Source: an optimization exercise on an open RTL-to-GDS flow (aim: small area, a short achievable clock period and few clock cycles per item). Production flows keep margins and buffers that such runs may drop. No run shown here included a check of the RTL's function; only the layout flow was run.

==> flow/design.v (outline; a module is shown in full before it is edited, if it fits) <==
// module full_adder: 10 lines
// module ntt_bfly: 951 lines
// module c_inv: 1 lines
// module c_buf: 1 lines
// module c_nand2: 1 lines
// module c_nor2: 1 lines
// module c_and2: 1 lines
// module c_or2: 1 lines
// module c_xor2: 1 lines
// module c_xnor2: 1 lines
// module c_a21o: 1 lines
// module c_o22ai: 1 lines
// module c_a22o: 1 lines
// module c_ha: 1 lines
module ntt_bfly (
    input clk,
    input rst,
    input in_valid,
    input inv,
    input sub,
    input [16:0] a,
    input [16:0] b,
    input [16:0] tf,
    output out_valid,
    output [16:0] p
    );
  // ...
==> flow/run.sh <==
#!/bin/bash
# synth_recipe.tcl (not shown) runs the flow's synth.tcl, then flattens the netlist and writes it again
# the make line also repeats each setting of config.mk as NAME=value (left out here)
make -C /OpenROAD-flow-scripts/flow DESIGN_CONFIG=/design/flow/config.mk WORK_HOME=/design/flow/orfs CLKGATE_MAP_FILE= SYNTH_SCRIPT=/design/flow/synth_recipe.tcl finish
==> flow/config.mk <==
export PLATFORM = sky130hd
export DESIGN_NAME = ntt_bfly
export DESIGN_NICKNAME = ntt_bfly
export VERILOG_FILES = /design/flow/design.v
export SDC_FILE = /design/flow/constraint.sdc
export NUM_CORES = 4
export LEC_CHECK = 0
export CAP_MARGIN = 20
export CORE_MARGIN = 2
export CORE_UTILIZATION = 40
export CTS_BUF_LIST = sky130_fd_sc_hd__clkbuf_4 sky130_fd_sc_hd__clkbuf_8
export GPL_TIMING_DRIVEN = 0
export SLEW_MARGIN = 20
export SYNTH_HIERARCHICAL = 1
==> flow/constraint.sdc <==
create_clock -name core_clock -period 42.0 [get_ports {clk}]
set_input_delay 8.4000 -clock core_clock [delete_from_list [all_inputs] [get_ports {clk}]]
set_output_delay 8.4000 -clock core_clock [all_outputs]
set_load 0.01 [all_outputs]
==> results.sh, run 1 <==
export IMPL_relSlewSlack_pct=11.11
export IMPL_clock_area_share_pct=2.226
export IMPL_ctsHtreeMaxLevel=3
export IMPL_multi_input_area_share_pct=71.50
export IMPL_min_delay_start="v0"
export IMPL_cts_resized=0
export IMPL_whs_path_depth=1
export IMPL_syn_to_final_growth_pct=15.07
export IMPL_maxCapViolations=0
export IMPL_cp_max_fo=1
export IMPL_rows=56
export IMPL_ios=74
export IMPL_path_class="flip-flop to output pin"
export IMPL_min_path_type="flip-flop to flip-flop"
export IMPL_arrival_ps=1240
export IMPL_drive_gt1_share_pct=5.332
export IMPL_cp_num_cells=1
export IMPL_use_met3_pct=5.418
export IMPL_hpwl_um=20940
export IMPL_grtUsageMet2_pct=34.31
export IMPL_clock_path_buffers=2
export IMPL_cts_tree="done"
export IMPL_grt_busiest_layer="met2"
export IMPL_die_w_um=159.1
export IMPL_overflow=0
export IMPL_met2_length_um=12440
export IMPL_numPortBuffers=73
export IMPL_tightest_slew_ps=1329
export IMPL_fmax_mhz=103.7
export IMPL_final_cells=1388
export IMPL_synth_area_leaders="fa_1 (30%), xor2_1 (16%), dfxtp_1 (15%), o22ai_1 (10%), xnor2_1 (6.6%)"
export IMPL_fp_dieH_um=159.1
export IMPL_run_status="no timing/DRC/antenna violations"
export IMPL_grt_max_degree=20
export IMPL_cp_startpoint="p_q[1]"
export IMPL_inv_count=19
export IMPL_slowest_delay_ps=520
export IMPL_worst_path_max_delay_cell="clkdlybuf4s50_1"
==> run 2, diff against run 1 <==
--- a/flow/config.mk
+++ b/flow/config.mk
@@ -10,3 +10,2 @@
 export CORE_UTILIZATION = 40
-export CTS_BUF_LIST = sky130_fd_sc_hd__clkbuf_4 sky130_fd_sc_hd__clkbuf_8
 export GPL_TIMING_DRIVEN = 0
==> results.sh, run 2 <==
export IMPL_synth_top_area_cell="fa_1"
export IMPL_rsz0062_at_grt="false"
export IMPL_crit_path_end_kind="output pin"
export IMPL_synth_most_common_cell="xor2_1"
export IMPL_place_gp_congestion=0.9197
export IMPL_fill_cells=2345
export IMPL_ys_ff_latch=72
export IMPL_insertion_delay_ps=350
export IMPL_dr_pass1_iters=5
export IMPL_start_util_pct=40.86
export IMPL_overflow=0
export IMPL_die_w_um=159.1
export IMPL_avgRoutedWirePerCell_um=20.46
export IMPL_clkTransAtPathRegs_ps=70
export IMPL_cts_inserted_buffers=9
export IMPL_startpoint_type="flip-flop"
export IMPL_ctsHtreeMaxLevel=3
export IMPL_crit_buf_inv=1
export IMPL_syn_mean_instance_area_um2=9.887
export IMPL_cts_resized=0
export IMPL_cts_tree="done"
export IMPL_antenna_found_initial=0
export IMPL_rows=56
export IMPL_core_mm2=0.02354
export IMPL_root_buffer="clkbuf_16"
export IMPL_final_common_cell="xor2_1"
export IMPL_crit_family="buffers and inverters"
export IMPL_insertedDiodeCount=0
export IMPL_path_cells="clkdlybuf4s50_1"
export IMPL_synth_edf_count=0
export IMPL_syn_inst=973
export IMPL_grt_usage_pct=22.51
export IMPL_ys_seq_area_share_pct=14.98
export IMPL_cp_max_fo=1
export IMPL_hold_violations=0
export IMPL_fin_crit_ps=9593
export IMPL_path_class="flip-flop to output pin"
export IMPL_routed_wl_um=28430
export IMPL_setup_viol=0
export IMPL_final_cell_mix="xor2_1 (167), o22ai_1 (160), fa_1 (145), nor2_1 (95)"
export IMPL_numPortBuffers=73
export IMPL_drc=0
export IMPL_yosys_most_used_dff="dfxtp_1"
export IMPL_tightest_slew_ps=1262
export IMPL_post_cts_buffers=0
export IMPL_slowest_delay_ps=520
export IMPL_clock_sinks=72
export IMPL_synthArstFlopShare_pct=0
export IMPL_tns_ps=0
export IMPL_fin_hold_ws_ps=450.3
export IMPL_fmax_mhz=104.2
export IMPL_arrival_ps=1190
export IMPL_die_area_mm2=0.02531
export IMPL_slew_violations=0
export IMPL_drt_iter0_drc=819
export IMPL_fin_crit_sh_pct=22.84
export IMPL_worst_path_max_delay_cell="clkdlybuf4s50_1"
export IMPL_clock_path_buffers=2
export IMPL_required_ps=33600
export IMPL_grt_max_degree=20
export IMPL_grt_pass1_wl_um=44190
export IMPL_run_status="no timing/DRC/antenna violations"
export IMPL_synth_cell_type_count=16
export IMPL_synth_area_mm2=0.009620
export IMPL_relSlewSlack_pct=15.56
export IMPL_skew_ps=15.81
export IMPL_yosys_area_top_type_share_pct=30.17
export IMPL_via_per_inst=5.546
export IMPL_grt_pass1_vias=7606
export IMPL_maxCapViolations=0
export IMPL_syn_to_final_growth_pct=16.17
export IMPL_hpwl_um=20940
export IMPL_drt_antenna_violating_nets=0
export IMPL_ios=74
export IMPL_min_path_type="flip-flop to flip-flop"
export IMPL_yosys_warnings=7
export IMPL_fin_nets=1293
export IMPL_drive_gt1_share_pct=5.327
export IMPL_synth_area_leaders="fa_1 (30%), xor2_1 (16%), dfxtp_1 (15%), o22ai_1 (10%), xnor2_1 (6.6%)"
export IMPL_vias=7703
export IMPL_yosys_top_cells_count="xor2_1 (172), o22ai_1 (160), fa_1 (145)"
export IMPL_fp_dieH_um=159.1
export IMPL_holdBufCountCts=0
[run 2: cell types whose count changed in the layout (fill, tap and decap cells not counted)]
cell | previous run | this run
clkbuf_4 | 1 | 0
buf_4 | 34 | 35
clkbuf_16 | 0 | 9
clkbuf_8 | 9 | 0
clkbuf_1 | 0 | 1
[run 2: final timing paths]
kind                                from       to  slack [ps]  cells after the start
worst max-delay path              p_q[1]     p[1]       32410                      1
worst min register to register        v0       v1         450                      1
worst max register to register  tf_q[11]  p_q[15]       32970                     30
worst min-delay path                  v0       v1         450                      1
[run 2: area by class of cell]
class / count / area [um2] / share of cell area, %
inverters: 19 / 71.32 / 0.6382
clock buffers: 10 / 229.0 / 2.049
flip-flops and latches: 72 / 1441 / 12.90
repair buffers: 75 / 749.5 / 6.706
plain buffers: 34 / 255.2 / 2.284
clock inverters: 6 / 115.1 / 1.030
multi-input cells: 854 / 7915 / 70.82
well taps: 319 / 399.1 / 3.571
[run 2: cell families (layout without fill, tap and decap cells)]
group           Yosys count  in the layout  synth area share (%)
xor+xnor                245            245                 22.30
compound gates          231            231                 15.96
simple gates            199            199                 9.637
fa+ha+maj               172            172                 33.68
flops                    72             72                 14.98
buf+inv                  53            144                 3.394
other cells               1              7               0.03898
[run 2: per-module statistics from Yosys (local to each module, per instance), a selection]
| module | copies in the design | flops+latches | area, um2 |
|---|---|---|---|
| c_a21o | 70 | 0 | 7.507 |
| c_a22o | 1 | 0 | 8.758 |
| c_buf | 34 | 0 | 7.507 |
| c_ha | 27 | 0 | 12.51 |
| c_inv | 19 | 0 | 3.754 |
| c_nand2 | 31 | 0 | 3.754 |
| c_or2 | 29 | 0 | 6.256 |
| c_xnor2 | 73 | 0 | 8.758 |
| full_adder | 145 | 0 | 20.02 |
| ntt_bfly | 1 | 72 | 1458 |
[run 2: stage by stage]
step / util [%] / instances / setup slack (ps) / area [um2]
3_5_place_dp: 45.82 / 1372 / 32770 / 10790
2_1_floorplan: - / 979 / 33270 / 9643
6_report: 47.47 / 1389 / 32410 / 11180
5_1_grt: 47.47 / 1389 / 32350 / 11180
3_3_place_gp: 45.76 / 1371 / 32780 / 10770
4_1_cts: 47.28 / 1388 / 32390 / 11130
[run 2: routing by layer]
metal  wire length [um]  global-route usage [%]  up-vias
met5                  0                       0        -
met4                804                   8.306        0
met3               3081                   5.991       59
met2              12460                   34.37      448
met1              12080                   30.71     3720
li1                   -                       -     3476

==> static timing again, ports no longer ideal <==
The results above use ideal ports. As a check the final layouts listed here were re-extracted and re-timed, cells and wires unchanged. Step 1 sets driving cells, clkbuf_16 on the clock port and buf_2 on the other inputs (assumed; they add their load-dependent delay and slew). Step 2 also shifts input and output timing later by t, the mid clock arrival at the registers, as if the neighbouring blocks saw the same clock. a / b / c = ideal / step 1 / step 2; a / b = the first two.
| run | shift t [ns] | setup WS [ns] | worst setup path at the end |
|---|---|---|---|
| run 1 | 0.418 | 32.360 / 32.319 / 32.737 | register to output |
| run 2 | 0.393 | 32.407 / 32.361 / 32.754 | register to output |
After both steps every run listed still meets setup and hold.
